Source: an optimization exercise on an open RTL-to-GDS flow (aim: small area and a short achievable clock period). Production flows keep margins and buffers that such runs may drop. Only simulation tests tie the RTL to the original design; equivalence was not proved. Power is estimated from default activity; no workload was simulated.

==> run a <==
Design systolic_array, start of the top module:
module systolic_array(
    input [31:0] a1,a2,a3,
    input [31:0] b1,b2,b3,
    input rst, clk,
    output [63:0] c1,c2,c3,c4,c5,c6,c7,c8,c9
    );
Settings: LEC_CHECK=0, CAP_MARGIN=20, CORE_MARGIN=2, CORE_UTILIZATION=55, CTS_BUF_LIST=sky130_fd_sc_hd__clkbuf_4 sky130_fd_sc_hd__clkbuf_8, PLACE_DENSITY=0.6, SLEW_MARGIN=20, SYNTH_HIERARCHICAL=1; clock period 12.0 ns.
standard.sh (not shown) runs the stock make flow with config.mk's settings and CLKGATE_MAP_FILE= SYNTH_SCRIPT=/design/flow/synth_recipe.tcl, a recipe that flattens the netlist after the stock synthesis.
==> flow/flow/run.sh <==
#!/bin/bash
set -euo pipefail
MARGIN=6.6
bash standard.sh SETUP_SLACK_MARGIN=$MARGIN "BUFFER_PORTS_ARGS=-buffer_cell sky130_fd_sc_hd__buf_2" finish > standard.log 2>&1
==> inputs of run b, as changes to run a <==
==> flow/flow/run.sh (replaced) <==
#!/bin/bash
set -euo pipefail
MARGIN=6.6
bash standard.sh SETUP_SLACK_MARGIN=$MARGIN TNS_END_PERCENT=10 "BUFFER_PORTS_ARGS=-buffer_cell sky130_fd_sc_hd__buf_2" finish > standard.log 2>&1
==> run notes <==
Result of the run: run a no timing/DRC/antenna violations; run b no timing/DRC/antenna violations
Clock network fraction of total power: run a 8.2%; run b 8.0%
Number of diodes: run a 62; run b 52
Number of iterations in the first detailed-routing pass: run a 10; run b 7
Sequential power: run a 13200 uW; run b 13100 uW
Detailed-route wire length on metal 1: run a 372000 um; run b 374000 um
DRC marker count from the first detailed-route iteration: run a 22600; run b 22768
Final instance area: run a 292000 um2; run b 289000 um2
Endpoint of the most critical setup path: run a c1[50]; run b m5.pr[76]$_DFF_P_
Setup slack at placement: run a 4.20 ns; run b 4.25 ns
Antenna violations before repair: run a 97; run b 106
Post-CTS Setup Bufs: run a 116; run b 101
Met2 track utilization from global routing: run a 57.6%; run b 58.5%
Sw Pwr: run a 50500 uW; run b 51100 uW
P_clk: run a 8390 uW; run b 8230 uW
First-pass GRT wire length: run a 1460000 um; run b 1470000 um
Reg-to-reg critical path endpoint: run a m3.pr[62]$_DFF_P_; run b m5.pr[76]$_DFF_P_
Clock latency at the later pin of the worst-skew pair: run a 1.31 ns; run b 1.28 ns
Syn-to-layout area delta: run a 6.22%; run b 5.20%
Endpoint type of the worst setup path: run a output pin; run b register


==> cedar <==
Starting RTL as in the previous note.
==> flow/design.v (excerpt) <==
module systolic_array(
    input [31:0] a1,a2,a3,
    input [31:0] b1,b2,b3,
    input rst, clk,
    output [63:0] c1,c2,c3,c4,c5,c6,c7,c8,c9
    );
    reg [31:0] a1_1;
    reg [31:0] a2_1;
    reg [31:0] a2_2;
    reg [31:0] a3_1;
    reg [31:0] a3_2;
    reg [31:0] a3_3;
    reg [31:0] b1_1;
    reg [31:0] b2_1;
    reg [31:0] b2_2;
    reg [31:0] b3_1;
    reg [31:0] b3_2;
    reg [31:0] b3_3;
    reg [4:1] rh;
    always @(posedge clk) begin
        rh <= {rh[3:1], rst};
        a1_1 <= a1;
        a2_1 <= a2;
        a2_2 <= a2_1;
        a3_1 <= a3;
        a3_2 <= a3_1;
        a3_3 <= a3_2;
        b1_1 <= b1;
        b2_1 <= b2;
        b2_2 <= b2_1;
        b3_1 <= b3;
        b3_2 <= b3_1;
        b3_3 <= b3_2;
    end
    wire clr1 = rst | rh[1];
    wire clr2 = clr1 | rh[2];
    wire clr3 = clr2 | rh[3];
    wire clr4 = clr3 | rh[4];
    mac_pe0 m1(.clk(clk), .rst(rst), .a(a1), .b(b1), .c(c1));
    mac_pe1 m2(.clk(clk), .clr(clr1), .a(a1), .b(b2), .acc(c2));
    mac_pe m3(.clk(clk), .clr(clr2), .a(a1_1), .b(b3_1), .acc(c3));
    mac_pe1 m4(.clk(clk), .clr(clr1), .a(a2), .b(b1), .acc(c4));
    mac_pe m5(.clk(clk), .clr(clr2), .a(a2_1), .b(b2_1), .acc(c5));
    mac_pe m6(.clk(clk), .clr(clr3), .a(a2_2), .b(b3_2), .acc(c6));
    mac_pe m7(.clk(clk), .clr(clr2), .a(a3_1), .b(b1_1), .acc(c7));
    mac_pe m8(.clk(clk), .clr(clr3), .a(a3_2), .b(b2_2), .acc(c8));
    mac_pe m9(.clk(clk), .clr(clr4), .a(a3_3), .b(b3_3), .acc(c9));
endmodule
clock: 12.0 ns
lec_check: 0
cap_margin: 20
core_margin: 2
core_utilization: 55
cts_buf_list: sky130_fd_sc_hd__clkbuf_4 sky130_fd_sc_hd__clkbuf_8
place_density: 0.6
slew_margin: 20
synth_hierarchical: 1
==> flow/flow/run.sh <==
#!/bin/bash
set -euo pipefail
MARGIN=6.7
bash standard.sh SETUP_SLACK_MARGIN=$MARGIN "BUFFER_PORTS_ARGS=-buffer_cell sky130_fd_sc_hd__buf_2" finish > standard.log 2>&1
==> inputs of indigo, as changes to cedar <==
==> flow/flow/run.sh (replaced) <==
#!/bin/bash
set -euo pipefail
MARGIN=6.8
bash standard.sh SETUP_SLACK_MARGIN=$MARGIN "BUFFER_PORTS_ARGS=-buffer_cell sky130_fd_sc_hd__buf_2" finish > standard.log 2>&1
==> comparison <==
- Of indigo and cedar, cedar has the higher sequential share of layout area (gap 0.12 points).
- Of indigo and cedar, indigo has the higher clock power (gap about 0.6%, measured against cedar).
- Area after synthesis is the same in cedar and indigo.
- In flip-flop and latch count, indigo and cedar do not differ.

what the ideal ports hide:
How much do the figures lean on ideal ports? The routed layouts below were timed once more, with nothing changed but the port constraints. Step 1: set_driving_cell puts a clkbuf_16 on clk and a buf_2 on each other input, an assumption about the parent block. Step 2 times the ports against the registers' clock, not the clock port: input delays grow and output delays shrink by t, the midpoint of the rising clock arrivals with the driver on. Slacks: ideal / step 1 / step 2; pairs: ideal / step 1.
run | t, ns | setup slack, ns | worst hold slack (ns) | worst slew at a driven data input, ns
run a | 1.380 | 6.497 / 6.368 / 5.187 | 0.345 / 0.345 / 0.345 | 0.33
run b | 1.357 | 6.385 / 6.315 / 5.182 | 0.323 / 0.323 / 0.323 | 0.30
cedar | 1.336 | 6.423 / 6.294 / 5.244 | 0.357 / 0.357 / 0.357 | 0.45
indigo | 1.391 | 6.488 / 6.363 / 5.262 | 0.337 / 0.337 / 0.337 | 0.41
After both steps every run listed still meets setup and hold. The setup slack of run a, which loses most, moves by -0.129 ns with the drivers and by -1.310 ns with both steps.
